What follows belongs to an exercise in optimizing a design on an open flow for small area and a short achievable clock period; a production flow would make more cautious choices. At most, simulation tests tie the RTL to the original design; equivalence was not proved.

tundra:
==> flow/design.v (excerpt) <==
module MAC(A,B,out,clk,reset);
	input [15:0] A,B;
	input clk,reset;
	output [35:0] out;
	reg [35:0] acc;
	wire [35:0] nxt;
	always @(posedge clk or posedge reset)
	begin
		if(reset)
			acc <= 36'd0;
		else
			acc <= nxt;
	end
	assign out = acc;
	wire [15:0] An, Bn;
	NOT16 ina(A, An);
	NOT16 inb(B, Bn);
	wire [255:0] pp;
	genvar gi;
	generate for (gi = 0; gi < 16; gi = gi + 1) begin : ppg
		assign pp[16*gi+15:16*gi] = ~(An | {16{Bn[gi]}});
	end endgenerate
	wire hs1;
	wire hc2;
	wire fs3;
	wire fc4;
	wire hs5;
	wire hc6;
	wire fs7;
	wire fc8;
	wire fs9;
	wire fc10;
	wire hs11;
	wire hc12;
	wire fs13;
	wire fc14;
	wire fs15;
	wire fc16;
	wire fs17;
	wire fc18;
	wire hs19;
	wire hc20;
	wire fs21;
	wire fc22;
	wire fs23;
	wire fc24;
	wire fs25;
	wire fc26;
	wire fs27;
	wire fc28;
	wire hs29;
	wire hc30;
	wire fs31;
	wire fc32;
	wire fs33;
	wire fc34;
	wire fs35;
	wire fc36;
	wire fs37;
	wire fc38;
	wire fs39;
	wire fc40;
	wire hs41;
	wire hc42;
	wire fs43;
	wire fc44;
	wire fs45;
	wire fc46;
	wire fs47;
	wire fc48;
	wire fs49;
	wire fc50;
	wire fs51;
	wire fc52;
	wire fs53;
	wire fc54;
	wire hs55;
	wire hc56;
	wire fs57;
	wire fc58;
	wire fs59;
	wire fc60;
	wire fs61;
	wire fc62;
	wire fs63;
	wire fc64;
	wire fs65;
	wire fc66;
	wire fs67;
	wire fc68;
	wire fs69;
	wire fc70;
	wire hs71;
	wire hc72;
	wire fs73;
	wire fc74;
	wire fs75;
	wire fc76;
	wire fs77;
	wire fc78;
	wire fs79;
	wire fc80;
	wire fs81;
	wire fc82;
	wire fs83;
	wire fc84;
	wire fs85;
	wire fc86;
	wire fs87;
	wire fc88;
	wire hs89;
	wire hc90;
	wire fs91;
	wire fc92;
	wire fs93;
	wire fc94;
	wire fs95;
	wire fc96;
	wire fs97;
	wire fc98;
	wire fs99;
	wire fc100;
	wire fs101;
	wire fc102;
	wire fs103;
	wire fc104;
	wire fs105;
	wire fc106;
	wire fs107;
	wire fc108;
	wire hs109;
	wire hc110;
	wire fs111;
	wire fc112;
	wire fs113;
	wire fc114;
	wire fs115;
  ...
==> flow/config.mk <==
export PLATFORM = sky130hd
export DESIGN_NAME = MAC
export DESIGN_NICKNAME = MAC
export VERILOG_FILES = /design/flow/design.v
export SDC_FILE = /design/flow/constraint.sdc
export NUM_CORES = 4
export LEC_CHECK = 0
export CAP_MARGIN = 20
export CORE_MARGIN = 2
export CORE_UTILIZATION = 65
export CTS_BUF_LIST = sky130_fd_sc_hd__clkbuf_2 sky130_fd_sc_hd__clkbuf_4 sky130_fd_sc_hd__clkbuf_8
export SLEW_MARGIN = 20
export SYNTH_HIERARCHICAL = 1
export SYNTH_MINIMUM_KEEP_SIZE = 0
==> flow/constraint.sdc <==
create_clock -name core_clock -period 19.0 [get_ports {clk}]
set_input_delay 3.8000 -clock core_clock [delete_from_list [all_inputs] [get_ports {clk}]]
set_output_delay 3.8000 -clock core_clock [all_outputs]
set_load 0.01 [all_outputs]
standard.sh (not shown) runs the stock make flow with config.mk's settings and CLKGATE_MAP_FILE= SYNTH_SCRIPT=/design/flow/synth_recipe.tcl, a recipe that flattens the netlist after the stock synthesis.
==> flow/flow/run.sh <==
#!/bin/bash
# The standard layout (standard synthesis, floorplan, place, CTS, route) with two changes:
# repair_timing is asked for a larger setup slack than 0 (flow/setup_margin.txt) so that it
# keeps shortening the critical path, and the port buffers that every input and output gets
# are sky130_fd_sc_hd__buf_1 (flow/port_buffer.txt) instead of the delay cell buffer_ports
# picks by default; repair_timing then sizes the ones on critical paths.
# Make's full output goes to make_finish.log; each tool's own log is under orfs/logs/.
set -euo pipefail
MARGIN=$(cat flow/setup_margin.txt)
PBUF=$(cat flow/port_buffer.txt)
bash standard.sh SETUP_SLACK_MARGIN=$MARGIN "BUFFER_PORTS_ARGS=-buffer_cell $PBUF" finish > make_finish.log 2>&1
==> flow/flow/port_buffer.txt <==
sky130_fd_sc_hd__buf_1
==> flow/flow/setup_margin.txt <==
10
Input-level comparison between garnet and tundra:
--- a/flow/design.v
+++ b/flow/design.v
@@ -22,27 +22,36 @@
 	reg [35:0] acc;
 	wire [35:0] nxt;
 	always @(posedge clk or posedge reset)
 	begin
 		if(reset)
 			acc <= 36'd0;
 		else
 			acc <= nxt;
 	end
 	assign out = acc;
-	wire [15:0] An, Bn;
-	NOT16 ina(A, An);
-	NOT16 inb(B, Bn);
 	wire [255:0] pp;
 	genvar gi;
+	wire [15:0] An0, Bn0;
+	NOT16 ina0(A, An0);
+	NOT16 inb0(B, Bn0);
+	wire [15:0] An1, Bn1;
+	NOT16 ina1(A, An1);
+	NOT16 inb1(B, Bn1);
+	genvar gj;
 	generate for (gi = 0; gi < 16; gi = gi + 1) begin : ppg
-		assign pp[16*gi+15:16*gi] = ~(An | {16{Bn[gi]}});
+		for (gj = 0; gj < 16; gj = gj + 1) begin : ppc
+			wire an, bn;
+			assign an = (gi * 2 / 16 == 0) ? An0[gj] : An1[gj];
+			assign bn = (gj * 2 / 16 == 0) ? Bn0[gi] : Bn1[gi];
+			assign pp[16*gi+gj] = ~(an | bn);
+		end
 	end endgenerate
 	wire hs1;
 	wire hc2;
 	wire fs3;
 	wire fc4;
 	wire hs5;
 	wire hc6;
 	wire fs7;
 	wire fc8;
 	wire fs9;
Findings:
- garnet finished every stage and its layout cleared the timing, DRC and antenna checks.
- On shortest period the worst path allows, garnet does better than tundra.
- Lower achievable clock frequency was reported by tundra, not garnet.
- Design area ends up lower on garnet.
- Overall routed net length (garnet / tundra): 0.867
- tundra → garnet: detailed router's first-iteration violation count now smaller; global routing usage on met2 now smaller; met2 wirelength from detailed routing now smaller; clock buffer count comparable; xor and xnor area share after synthesis comparable.
- Taking tundra as the reference, in garnet via count lost 703, area of the die picked up an extra 160 um2.
No functional check of the RTL was part of tundra.

afterwards: timing with drivers on the ports:
The flow's constraints put no driver on any port. The routed layouts listed below were extracted and timed again, unchanged, in two steps. Step 1 assumes that a clkbuf_16 drives the clock port and a buf_2 every other input. Step 2 times the ports against the registers' clock, not the clock port: input delays grow and output delays shrink by t, the midpoint of the rising clock arrivals with the driver on. Three values: no drivers, after step 1, after step 2; two values: the first two.
run | shift t [ns] | slack for setup (ns) | worst setup path after step 2
tundra | 0.370 | 10.074 / 10.071 / 9.701 | input to register
garnet | 0.352 | 10.163 / 10.181 / 9.829 | input to register
After both steps every run listed still meets setup and hold. The setup slack of tundra, which loses most, moves by -0.003 ns with the drivers and by -0.373 ns with both steps.
